What follows belongs to an exercise in optimizing a design on an open flow for small area, a short achievable clock period and few clock cycles; a production flow would make more cautious choices. Only simulation tests tie the RTL to the original design; equivalence was not proved. Power is estimated from default activity; no workload was simulated.

Design zhxpu_core, start of the top module:
module zhxpu_core(
	input clk,
	input rst,
	output wire [15:0] imem_addr,
	input [15:0] imem_rdata,
	input imem_ready,
	output wire [15:0] dmem_addr,
	output wire [15:0] dmem_wdata,
	output wire dmem_we,
	output wire dmem_re,
	input [15:0] dmem_rdata,
	input dmem_ready
);
	reg [15:0] pc;           
	reg [15:0] ir;           
	reg ir_sp, ir_ih, ir_ra;  
	reg [7:0] a_sel, b_sel;   
	reg [15:0] gpr [0:7];
	reg [15:0] sp, ih, ra;
	reg t;
	reg [15:0] ex_a, ex_b;   
	reg ex_cin;
	reg ex_and, ex_or, ex_shl, ex_sh, ex_arith;
	reg ex_ld, ex_st, ex_cmp, ex_wr, ex_br;
	reg [3:0] ex_dst;        
	wire ex_mem = ex_ld | ex_st;
	wire hold = !imem_ready || (ex_mem && !dmem_ready);
	wire [15:0] sum;
	zx_add16 u_alu_add(.a(ex_a), .b(ex_b), .cin(ex_cin), .s(sum));
	wire [15:0] add_p = ex_a ^ ex_b;
	wire [15:0] add_k = {ex_a[14:0] | ex_b[14:0], ex_cin};
	wire add_zero = &(add_p ~^ add_k);
	wire [15:0] b_rev;
	genvar gi;
	generate for (gi = 0; gi < 16; gi = gi + 1) begin : g_rev
		assign b_rev[gi] = ex_b[15 - gi];
	end endgenerate
	wire [15:0] sh_in = ex_shl ? b_rev : ex_b;
	wire fill = ex_arith & ex_b[15];
	wire big = |ex_a[15:4];
	wire [15:0] sh1 = ex_a[0] ? {fill, sh_in[15:1]} : sh_in;
	wire [15:0] sh2 = ex_a[1] ? {{2{fill}}, sh1[15:2]} : sh1;
	wire [15:0] sh4 = ex_a[2] ? {{4{fill}}, sh2[15:4]} : sh2;
	wire [15:0] sh8 = ex_a[3] ? {{8{fill}}, sh4[15:8]} : sh4;
	wire [15:0] shr = big ? {16{fill}} : sh8;
	wire [15:0] shr_rev;
	generate for (gi = 0; gi < 16; gi = gi + 1) begin : g_rev2
		assign shr_rev[gi] = shr[15 - gi];
	end endgenerate
	wire ex_add = !(ex_ld | ex_and | ex_or | ex_sh);
	wire [15:0] oth_fast = ({16{ex_and}} & (ex_a & ex_b)) | ({16{ex_or}} & (ex_a | ex_b));
	wire [15:0] oth = oth_fast | ({16{ex_ld}} & dmem_rdata)
		| ({16{ex_sh & ex_shl}} & shr_rev) | ({16{ex_sh & !ex_shl}} & shr);
	wire [15:0] ex_res = ex_add ? sum : oth;
	wire ex_zero = ex_add ? add_zero : ~|oth_fast;
	wire ex_t = !add_zero;   
	assign dmem_addr = ex_a;
  ...
Size in the first run: roughly 2300 cells after synthesis, about 280 flip-flops, roughly 86 I/O pins, roughly 0.018 mm2 of cells after synthesis.
==> flow/config.mk <==
export PLATFORM = sky130hd
export DESIGN_NAME = zhxpu_core
export DESIGN_NICKNAME = zhxpu_core
export VERILOG_FILES = /design/flow/design.v
export SDC_FILE = /design/flow/constraint.sdc
export NUM_CORES = 4
export LEC_CHECK = 0
export ABC_AREA = 1
export CAP_MARGIN = 20
export CORE_MARGIN = 2
export CORE_UTILIZATION = 70
export CTS_BUF_LIST = sky130_fd_sc_hd__clkbuf_8
export SETUP_SLACK_MARGIN = 5
export SLEW_MARGIN = 20
export TNS_END_PERCENT = 10
==> flow/constraint.sdc <==
create_clock -name core_clock -period 9.0 [get_ports {clk}]
set_input_delay 1.8000 -clock core_clock [delete_from_list [all_inputs] [get_ports {clk}]]
set_output_delay 1.8000 -clock core_clock [all_outputs]
set_load 0.01 [all_outputs]
standard.sh (not shown) runs the stock make flow with config.mk's settings and CLKGATE_MAP_FILE= SYNTH_SCRIPT=/design/flow/synth_recipe.tcl, a recipe that flattens the netlist after the stock synthesis.
==> flow/flow/run.sh <==
#!/bin/bash
set -euo pipefail
bash standard.sh "BUFFER_PORTS_ARGS=-buffer_cell sky130_fd_sc_hd__buf_2" SETUP_SLACK_MARGIN=6 finish > standard_flow.log 2>&1
Testbench counts at the start, summed over its fixed seeds: cycles 41,488.
Then changed:
Settings changed: CORE_UTILIZATION 70 to 60, TNS_END_PERCENT 10 to 3.
=>
- cell count climbs slightly
- register-to-register slack improves by 0.23 ns
- die area climbs by about a fifth
- non-clock buffer count drops by 2
- worst hold slack improves by 0.030 ns
- power climbs slightly
- count of clock-buffer cells in the layout climbs by 1
- cell area climbs slightly
- routed wire length drops by a few percent
- setup slack improves by 0.13 ns
Then changed:
==> flow/flow/run.sh (replaced) <==
#!/bin/bash
set -euo pipefail
bash standard.sh "BUFFER_PORTS_ARGS=-buffer_cell sky130_fd_sc_hd__buf_2" SETUP_SLACK_MARGIN=5.5 finish > standard_flow.log 2>&1
Settings changed: CORE_UTILIZATION 60 to 50, TNS_END_PERCENT 3 to 10.
What happened:
- clock power barely changes
- hold slack loses 0.021 ns
- global-route usage goes down by 4.9 points
- power goes down slightly
- synthesized cell count stays the same
- clock skew goes down by 0.011 ns
Then changed:
==> flow/flow/run.sh (replaced) <==
#!/bin/bash
set -euo pipefail
bash standard.sh "BUFFER_PORTS_ARGS=-buffer_cell sky130_fd_sc_hd__buf_2" SETUP_SLACK_MARGIN=6 finish > standard_flow.log 2>&1
Settings changed: CORE_UTILIZATION 50 to 60, CTS_BUF_LIST sky130_fd_sc_hd__clkbuf_8 to sky130_fd_sc_hd__clkbuf_16.
Effect: The changed run ran to the end with no violations; final cell count shrinks by 0.84%; design area increases by 6.0%; power came out higher by 3.1%; setup slack is better by 0.32 ns; clock power stays flat.

==> port drivers added, routing unchanged <==
No port has a modelled driver above. Below, the same layouts with a new extraction and two added sets of constraints. Step 1 (the two cells are an assumption about what drives the block):
set clk [get_ports {clk}]
set_driving_cell -lib_cell sky130_fd_sc_hd__clkbuf_16 $clk
set_driving_cell -lib_cell sky130_fd_sc_hd__buf_2 [delete_from_list [all_inputs] $clk]
Step 2 times the ports against the registers' clock, not the clock port: input delays grow and output delays shrink by t, the midpoint of the rising clock arrivals with the driver on. Three values: no drivers, after step 1, after step 2; two values: the first two.
run	t, ns	setup WS [ns]	hold WS [ns]	worst slew at a driven data input, ns	cell pins on the clock port's net
the first run	0.625	5.642 / 5.642 / 5.525	0.481 / 0.481 / 0.481	0.04	1
the second run	0.623	5.772 / 5.723 / 5.482	0.512 / 0.512 / 0.512	0.04	1
the third run	0.678	5.442 / 5.442 / 5.348	0.490 / 0.490 / 0.490	0.05	1
the fourth run	0.615	5.761 / 5.709 / 5.514	0.508 / 0.508 / 0.508	0.04	1
After both steps setup and hold are still met in every run listed. The setup slack of the second run, which loses most, moves by -0.049 ns with the drivers and by -0.290 ns with both steps.
